Source: an optimization exercise on an open RTL-to-GDS flow (aim: small area and a short achievable clock period). Production flows keep margins and buffers that such runs may drop.
At most, simulation tests tie the RTL to the original design; equivalence was not proved.

yarrow:
Design mac, start of the top module:
module mac (
    input  logic clk,
    input  logic rst,
    input  logic signed [15:0] a_in,
    input  logic signed [15:0] b_in,
    input  logic acc_clear,
    output logic acc_out_valid,
    output logic signed [34:0] acc_out
);
Settings: LEC_CHECK=0, CAP_MARGIN=20, CORE_MARGIN=2, CORE_UTILIZATION=40, SETUP_SLACK_MARGIN=2.5, SLEW_MARGIN=20, SYNTH_HIERARCHICAL=1, SYNTH_MINIMUM_KEEP_SIZE=0; clock period 7.5 ns.
run.sh (not shown) runs the stock make flow with config.mk's settings and CLKGATE_MAP_FILE= SYNTH_SCRIPT=/design/flow/synth_recipe.tcl, a recipe that flattens the netlist after the stock synthesis.
Input changes introduced in garnet (baseline for comparison: yarrow):
- TNS_END_PERCENT newly set to 0
- SLEW_MARGIN changed from 20 to 60
- SETUP_SLACK_MARGIN changed from 2.5 to 4.5
==> flow/flow/run.sh (new file) <==
#!/bin/bash
# Standard ORFS layout (the standard.sh, standard synthesis unchanged); the only
# difference is the cell used for the port buffers that buffer_ports inserts.
set -euo pipefail
export BUFFER_PORTS_ARGS="-buffer_cell sky130_fd_sc_hd__buf_2"
bash standard.sh > standard_flow.log 2>&1
==> flow/standard.sh (new file) <==
#!/bin/bash
# synth_recipe.tcl (not shown) runs the flow's synth.tcl, then flattens the netlist and writes it again
# the make line also repeats each setting of config.mk as NAME=value (left out here)
make -C /OpenROAD-flow-scripts/flow DESIGN_CONFIG=/design/flow/config.mk WORK_HOME=/design/flow/orfs CLKGATE_MAP_FILE= SYNTH_SCRIPT=/design/flow/synth_recipe.tcl "${@:-finish}"
removed: flow/run.sh
## What came out
garnet gives less wire length after detailed routing than yarrow did.
[compare] base=yarrow new=garnet: cell count shows an increase of 8.
garnet: final cell area excluding filler cells is about 0.34% lower than what yarrow reported.
garnet ended up with a lower length of the first detailed-routing pass in iterations than yarrow did.
Diff garnet..yarrow | total of max-cap violations | unchanged
Going from yarrow to garnet, proportion of layout cells with a drive suffix above 1 grows by 11 points.
Looking at upper clock frequency limit across both flows, garnet is the stronger of the two, with yarrow trailing.
[inputs] cedar vs garnet
- changing SLEW_MARGIN from 60 to 20
==> flow/run.sh (new file) <==
#!/bin/bash
# synth_recipe.tcl (not shown) runs the flow's synth.tcl, then flattens the netlist and writes it again
# the make line also repeats each setting of config.mk as NAME=value (left out here)
make -C /OpenROAD-flow-scripts/flow DESIGN_CONFIG=/design/flow/config.mk WORK_HOME=/design/flow/orfs CLKGATE_MAP_FILE= SYNTH_SCRIPT=/design/flow/synth_recipe.tcl finish
removed: flow/flow/run.sh
removed: flow/standard.sh
### Flow results
For placed cell count, garnet and cedar come out practically identical.
The lower total area of sequential cells came out of cedar.
~same initial antenna violation count in cedar and garnet
Comparing cedar and garnet, the higher fmax is on garnet.
What ember does differently from cedar at the input level:
- a deleted TNS_END_PERCENT that had been 0
### Flow results
- Area share of buffers outside the clock network (ember over cedar): increase, 6.9 points
- ember against cedar: smallest setup slack after layout moved up; fmax moved up.
Edits applied to the flow inputs when going from ember to lagoon:
- an added TNS_END_PERCENT of 0
==> flow/flow/run.sh (new file) <==
#!/bin/bash
# Standard ORFS layout (the standard.sh, standard synthesis unchanged); the only
# difference is the cell used for the port buffers that buffer_ports inserts.
set -euo pipefail
export BUFFER_PORTS_ARGS="-buffer_cell sky130_fd_sc_hd__buf_2"
bash standard.sh > standard_flow.log 2>&1
==> flow/standard.sh (new file) <==
#!/bin/bash
# synth_recipe.tcl (not shown) runs the flow's synth.tcl, then flattens the netlist and writes it again
# the make line also repeats each setting of config.mk as NAME=value (left out here)
make -C /OpenROAD-flow-scripts/flow DESIGN_CONFIG=/design/flow/config.mk WORK_HOME=/design/flow/orfs CLKGATE_MAP_FILE= SYNTH_SCRIPT=/design/flow/synth_recipe.tcl "${@:-finish}"
removed: flow/run.sh
Notes after the runs:
Synthesis-to-layout area growth came out lower on lagoon than on ember.
Comparing ember with lagoon, the post-route clock period utilization came out essentially unchanged.
Changes observed in lagoon relative to ember: depth of the critical timing path with buffers and inverters included moved down.
Highest metal layer with signal wires = met5: lagoon; highest metal layer with signal wires = met4: ember
Function was not checked in any run of this note: the RTL went through the layout flow alone.

---

Another version of the RTL of mac (not shown whole).
Size in the first run: about 110 flip-flops, about 71 I/O pins.
Design mac, start of the top module:
module mac (
    input  logic clk,
    input  logic rst,
    input  logic signed [15:0] a_in,
    input  logic signed [15:0] b_in,
    input  logic acc_clear,
    output logic acc_out_valid,
    output logic signed [34:0] acc_out
);
==> flow/config.mk <==
export PLATFORM = sky130hd
export DESIGN_NAME = mac
export DESIGN_NICKNAME = mac
export VERILOG_FILES = /design/flow/design.v
export SDC_FILE = /design/flow/constraint.sdc
export NUM_CORES = 4
export LEC_CHECK = 0
export CAP_MARGIN = 20
export CORE_MARGIN = 2
export CORE_UTILIZATION = 40
export SETUP_SLACK_MARGIN = 4.5
export SLEW_MARGIN = 60
export SYNTH_HIERARCHICAL = 1
export SYNTH_MINIMUM_KEEP_SIZE = 0
export TNS_END_PERCENT = 0
==> flow/constraint.sdc <==
create_clock -name core_clock -period 7.5 [get_ports {clk}]
set_input_delay 1.5000 -clock core_clock [delete_from_list [all_inputs] [get_ports {clk}]]
set_output_delay 1.5000 -clock core_clock [all_outputs]
set_load 0.01 [all_outputs]
standard.sh (not shown) runs the stock make flow with config.mk's settings and CLKGATE_MAP_FILE= SYNTH_SCRIPT=/design/flow/synth_recipe.tcl, a recipe that flattens the netlist after the stock synthesis.
==> flow/flow/run.sh <==
#!/bin/bash
# Standard ORFS layout (the standard.sh, standard synthesis unchanged); the only
# difference is the cell used for the port buffers that buffer_ports inserts.
set -euo pipefail
export BUFFER_PORTS_ARGS="-buffer_cell sky130_fd_sc_hd__buf_2"
bash standard.sh > standard_flow.log 2>&1
Next try:
CORE_UTILIZATION = 50   (was 40)
After rerunning: The new run completed without violations; routed wire length is about the same; worst setup slack gets better by 0.020 ns; count of clock-buffer cells in the layout decreases by 2.
Next try:
CORE_UTILIZATION = 40   (was 50)
SETUP_SLACK_MARGIN = 3.8   (was 4.5)
What happened: Hold slack hardly moves; synthesized area does not change; cell area came out lower by 3.8%; non-clock buffer count came out lower by 41; flip-flop and latch count is unchanged; setup slack is worse by 0.014 ns; die area came out higher by 24%; synthesized cell count is unchanged.
Next try:
SETUP_SLACK_MARGIN = 4.0   (was 3.8)
=>
- design area came out lower by 0.73%
- core utilization came out lower by 0.34 points
- flip-flop and latch count stays the same
- count of clock-buffer cells in the layout stays the same
- fmax is about the same
- worst setup slack gets worse by 0.0051 ns
- routed wire length came out lower by 0.46%

---

mac, a different RTL version from the one above (not shown whole).
Size: ~1,100 cells after synthesis, about 11,000 um^2 of cells after synthesis.
export LEC_CHECK = 0
export CAP_MARGIN = 20
export CORE_MARGIN = 2
export CORE_UTILIZATION = 40
export SETUP_SLACK_MARGIN = 3.7
export SLEW_MARGIN = 60
export SYNTH_HIERARCHICAL = 1
export SYNTH_MINIMUM_KEEP_SIZE = 0
export TNS_END_PERCENT = 0
create_clock -name core_clock -period 7.5 [get_ports {clk}]
Scripts as last shown in full above: flow/flow/run.sh
Rerun with:
- SETUP_SLACK_MARGIN: 3.7 -> 4.5
Final cell count grows slightly.
Wire length grows slightly.
Worst setup slack gets worse by 0.0060 ns.
Clock skew is about the same.
Via count grows slightly.
Die area stays the same.
Final area grows slightly.
Function was not checked in any run of this note: the RTL went through the layout flow alone.

---

job 9419:
mac, a different RTL version from the one above (not shown whole).
For scale: ~95 flip-flops, about 71 I/O pins, roughly 0.011 mm^2 of cells after synthesis.
Settings: LEC_CHECK=0, CAP_MARGIN=20, CORE_MARGIN=2, CORE_UTILIZATION=40, SETUP_SLACK_MARGIN=4.5, SLEW_MARGIN=20, SYNTH_HIERARCHICAL=1, SYNTH_MINIMUM_KEEP_SIZE=0, TNS_END_PERCENT=20; clock period 7.5 ns.
Scripts as last shown in full above: flow/flow/run.sh
Job 9419 closes out successfully: all stages finished, all timing, DRC and antenna checks passed.
Here is what was changed in the inputs of job 605 compared with job 9419.
- SLEW_MARGIN: 20 -> 60
- CORE_UTILIZATION: 40 -> 60
- TNS_END_PERCENT: 20 -> 0
[summary]
Compared with job 9419, job 605 shows a lower number of nets in the finished design. Routed wire length improves in job 605 relative to job 9419. Job 605 vs job 9419 — total met2 wirelength after detailed routing rose 780 um. Well tap count, job 9419 and job 605: higher on job 9419. Going from job 9419 to job 605, the layout-stage area growth over the synthesis result was found to have gone down by 8.2 points. Compared to job 9419, job 605 has number of buffers other than clock buffers in the final layout 22 lower. Time the final worst path needs with I/O delays and setup | job 605 below job 9419. Job 9419 → job 605: sequential share of layout area went up by 0.92 points; core utilization moved up. Routed wire length per instance for job 605: 0.48 um up relative to job 9419.
What job 5526 does differently from job 605 at the input level:
- changing SLEW_MARGIN from 60 to 20
- changing CORE_UTILIZATION from 60 to 40
- removing TNS_END_PERCENT (formerly 0)
==> flow/run.sh (new file) <==
#!/bin/bash
# synth_recipe.tcl (not shown) runs the flow's synth.tcl, then flattens the netlist and writes it again
# the make line also repeats each setting of config.mk as NAME=value (left out here)
make -C /OpenROAD-flow-scripts/flow DESIGN_CONFIG=/design/flow/config.mk WORK_HOME=/design/flow/orfs CLKGATE_MAP_FILE= SYNTH_SCRIPT=/design/flow/synth_recipe.tcl finish
removed: flow/flow/run.sh
removed: flow/standard.sh
--- outcome ---
- Job 5526 ended up with flop to flop as its category of the most critical setup path; job 605 ended up with flop to primary output.
- The final reports for job 5526 and job 605 show met3 routing resource usage after global routing lower in the former.
- [compare] base=job 605 new=job 5526: maximum frequency saw a decrease, cell area saw an increase, register-to-register slack saw a decrease.
The inputs of job 8562 differ from those of job 5526 as listed below.
- SLEW_MARGIN changed from 20 to 60
- TNS_END_PERCENT newly set to 30
==> flow/flow/run.sh (new file) <==
#!/bin/bash
# Standard ORFS layout (the standard.sh, standard synthesis unchanged); the only
# difference is the cell used for the port buffers that buffer_ports inserts.
set -euo pipefail
export BUFFER_PORTS_ARGS="-buffer_cell sky130_fd_sc_hd__buf_2"
bash standard.sh > standard_flow.log 2>&1
==> flow/standard.sh (new file) <==
#!/bin/bash
# synth_recipe.tcl (not shown) runs the flow's synth.tcl, then flattens the netlist and writes it again
# the make line also repeats each setting of config.mk as NAME=value (left out here)
make -C /OpenROAD-flow-scripts/flow DESIGN_CONFIG=/design/flow/config.mk WORK_HOME=/design/flow/orfs CLKGATE_MAP_FILE= SYNTH_SCRIPT=/design/flow/synth_recipe.tcl "${@:-finish}"
removed: flow/run.sh
The flow did not stop early for job 8562: all stages ran, and the layout cleared the timing, design-rule and antenna checks.
Diff job 5526 -> job 8562: worst setup margin held steady; maximum frequency held steady.
| final clock skew | job 5526 vs job 8562 | ≈ equal |
The lower core utilization came out of job 8562.
On time the worst path needs with I/O delays and setup, job 5526 and job 8562 are neck and neck.
Relative to job 5526, worst max-slew margin expressed relative to the limit has gone up in job 8562.
Job 8562 -> job 5526: clock-pin slew of the registers on the worst-case setup and hold paths flat

---

v6:
mac, a different RTL version from the one above (not shown whole).
Size: ~1,100 cells after synthesis, roughly 110 flip-flops, roughly 71 I/O pins, ~11,000 sq um of cells after synthesis.
export LEC_CHECK = 0
export CAP_MARGIN = 20
export CORE_MARGIN = 2
export CORE_UTILIZATION = 40
export SETUP_SLACK_MARGIN = 5.0
export SLEW_MARGIN = 60
export SYNTH_HIERARCHICAL = 1
export SYNTH_MINIMUM_KEEP_SIZE = 0
export TNS_END_PERCENT = 0
create_clock -name core_clock -period 7.5 [get_ports {clk}]
==> flow/flow/run.sh <==
#!/bin/bash
# Standard ORFS layout (the standard.sh, standard synthesis unchanged); the only
# difference is the cell used for the port buffers that buffer_ports inserts.
set -euo pipefail
export BUFFER_PORTS_ARGS="-buffer_cell sky130_fd_sc_hd__buf_2"
bash standard.sh > standard_flow.log 2>&1
> inputs changed (v6 -> v7)
- changing SETUP_SLACK_MARGIN from 5.0 to 4.5
Results
- v7 | status: complete | timing, DRC, antenna: pass
- [compare] base=v6 new=v7: required time reported for the critical path endpoint held steady; via count held steady; length of the first detailed-routing pass in iterations held steady.
- From v7 to v6, worst setup slack did not move at all.
- Comparing v6 with v7, the clock slew seen by the registers of the worst setup and hold paths came out essentially unchanged.
- Diff v6 -> v7: first-pass GRT wire length did not really move, count of non-filler cells in the finished layout did not really move, worst clock skew did not really move.

---

## job 8736
mac with an RTL version that a note above also has.
export LEC_CHECK = 0
export CAP_MARGIN = 20
export CORE_MARGIN = 2
export CORE_UTILIZATION = 40
export SETUP_SLACK_MARGIN = 3.4
export SLEW_MARGIN = 60
export SYNTH_HIERARCHICAL = 1
export SYNTH_MINIMUM_KEEP_SIZE = 0
export TNS_END_PERCENT = 0
create_clock -name core_clock -period 7.5 [get_ports {clk}]
Scripts as last shown in full above: flow/flow/run.sh
diff inputs: job 8736 => job 5455
# job 8736
export LEC_CHECK = 0
export CAP_MARGIN = 20
export CORE_MARGIN = 2
export CORE_UTILIZATION = 40
export SETUP_SLACK_MARGIN = 3.4
export SLEW_MARGIN = 60
export SYNTH_HIERARCHICAL = 1
export SYNTH_MINIMUM_KEEP_SIZE = 0
export TNS_END_PERCENT = 0
create_clock -name core_clock -period 7.5 [get_ports {clk}]
# job 5455
export LEC_CHECK = 0
export CAP_MARGIN = 20
export CORE_MARGIN = 2
export CORE_UTILIZATION = 40
export SETUP_SLACK_MARGIN = 3.7
export SLEW_MARGIN = 60
export SYNTH_HIERARCHICAL = 1
export SYNTH_MINIMUM_KEEP_SIZE = 0
export TNS_END_PERCENT = 0
create_clock -name core_clock -period 7.5 [get_ports {clk}]
## What came out
When the final numbers for job 5455 and job 8736 were put side by side, the area of all sequential standard cells turned out to be greater in job 5455. Relative to job 8736, area of all placed cells without fillers has increased by about 1.8% in job 5455. Wire: job 5455 routes less than job 8736.
--- input diff job 5455..job 1759 ---
# job 5455
export LEC_CHECK = 0
export CAP_MARGIN = 20
export CORE_MARGIN = 2
export CORE_UTILIZATION = 40
export SETUP_SLACK_MARGIN = 3.7
export SLEW_MARGIN = 60
export SYNTH_HIERARCHICAL = 1
export SYNTH_MINIMUM_KEEP_SIZE = 0
export TNS_END_PERCENT = 0
create_clock -name core_clock -period 7.5 [get_ports {clk}]
# job 1759
export LEC_CHECK = 0
export CAP_MARGIN = 20
export CORE_MARGIN = 2
export CORE_UTILIZATION = 40
export SETUP_SLACK_MARGIN = 3.55
export SLEW_MARGIN = 60
export SYNTH_HIERARCHICAL = 1
export SYNTH_MINIMUM_KEEP_SIZE = 0
export TNS_END_PERCENT = 0
create_clock -name core_clock -period 7.5 [get_ports {clk}]
==> run summary <==
- Delta (job 1759 minus job 5455): multi-input logic area moved down.
- Start-to-end type of the worst setup path = flip-flop to flip-flop: job 5455; start-to-end type of the worst setup path = flip-flop to primary output: job 1759
- Job 1759 ended up with a lower number of global-route vias before repair than job 5455 did.
- Utilization job 5455 -> job 1759: down
- Job 5455 → job 1759: final instance count without filler cells fell by 0.68%, time the final worst path needs with I/O delays and setup shows an increase of 0.097 ns.

---

Another version of the RTL of mac (not shown whole).
For scale: ~1000 cells after synthesis, roughly 0.0094 sq mm of cells after synthesis.
export LEC_CHECK = 0
export CAP_MARGIN = 20
export CORE_MARGIN = 2
export CORE_UTILIZATION = 40
export SETUP_SLACK_MARGIN = 2.5
export SLEW_MARGIN = 20
create_clock -name core_clock -period 7.5 [get_ports {clk}]
run.sh (not shown) runs the stock make flow with config.mk's settings and CLKGATE_MAP_FILE= SYNTH_SCRIPT=/design/flow/synth_recipe.tcl, a recipe that flattens the netlist after the stock synthesis.
Stock flow here: none of the scripts above is used.
The first run produced a clean layout.
Next try:
SETUP_SLACK_MARGIN = 4   (was 2.5)
Wire length climbs by 7.3%; final area climbs by 5.2%; register-to-register slack degrades by 0.09 ns.
Next try:
SETUP_SLACK_MARGIN = unset   (was 4)
- The changed run finished clean
- die area stays the same
- critical path depth stays the same
- global-route usage fell by 2.6 points
- wire length is lower by 13%
- synthesized cell count is unchanged
- design area went down by 15%
No functional check of the RTL was part of any run of this note.

## what the ideal ports hide
Ports are ideal in the flow. The routed layouts listed here were re-timed in OpenROAD.
Step 1 (the two cells are an assumption about what drives the block):
set clk [get_ports {clk}]
set_driving_cell -lib_cell sky130_fd_sc_hd__clkbuf_16 $clk
set_driving_cell -lib_cell sky130_fd_sc_hd__buf_2 [delete_from_list [all_inputs] $clk]
Step 2 times the ports against the registers' clock, not the clock port: input delays grow and output delays shrink by t, the midpoint of the rising clock arrivals with the driver on.
a / b / c = ideal / step 1 / step 2; a / b = the first two.
run	t, ns	setup slack, ns	slew at the worst register clock pin (ns)	worst slew at a driven data input, ns	cell pins on the clock port's net
yarrow	0.462	2.721 / 2.679 / 3.084	0.07 / 0.07	0.04	1
garnet	0.461	3.233 / 3.190 / 3.384	0.07 / 0.07	0.03	1
cedar	0.464	3.157 / 3.110 / 3.067	0.07 / 0.07	0.04	1
ember	0.474	3.218 / 3.170 / 3.638	0.06 / 0.06	0.07	1
lagoon	0.468	3.221 / 3.173 / 3.099	0.07 / 0.07	0.03	1
the first run of note 2	0.413	3.704 / 3.674 / 3.355	0.08 / 0.08	0.04	1
the second run of note 2	0.402	3.723 / 3.676 / 3.420	0.08 / 0.08	0.04	1
the third run of note 2	0.408	3.709 / 3.666 / 3.438	0.09 / 0.09	0.04	1
the fourth run of note 2	0.413	3.704 / 3.674 / 3.355	0.08 / 0.08	0.04	1
the first run of note 3	0.408	3.683 / 3.635 / 3.332	0.08 / 0.08	0.04	1
the second run of note 3	0.416	3.677 / 3.630 / 3.355	0.08 / 0.08	0.05	1
job 9419	0.405	3.183 / 3.183 / 3.055	0.07 / 0.07	0.03	1
job 605	0.402	3.234 / 3.191 / 3.144	0.08 / 0.08	0.03	1
job 5526	0.394	3.219 / 3.219 / 3.064	0.08 / 0.08	0.09	1
job 8562	0.412	3.218 / 3.218 / 3.179	0.08 / 0.08	0.04	1
v6	0.400	3.583 / 3.536 / 3.270	0.08 / 0.08	0.04	1
v7	0.400	3.583 / 3.536 / 3.270	0.08 / 0.08	0.04	1
job 8736	0.411	3.541 / 3.525 / 3.411	0.08 / 0.08	0.04	1
job 5455	0.408	3.701 / 3.657 / 3.386	0.08 / 0.08	0.03	1
job 1759	0.416	3.605 / 3.556 / 3.282	0.09 / 0.09	0.04	1
the first run of note 7	0.398	2.218 / 2.218 / 1.919	0.07 / 0.07	0.04	1
the second run of note 7	0.401	2.123 / 2.123 / 2.123	0.07 / 0.07	0.04	1
the third run of note 7	0.396	1.374 / 1.374 / 1.374	0.07 / 0.07	0.04	1
After both steps setup and hold are still met in every run listed. The setup slack of the first run of note 3, which loses most, moves by -0.048 ns with the drivers and by -0.351 ns with both steps.
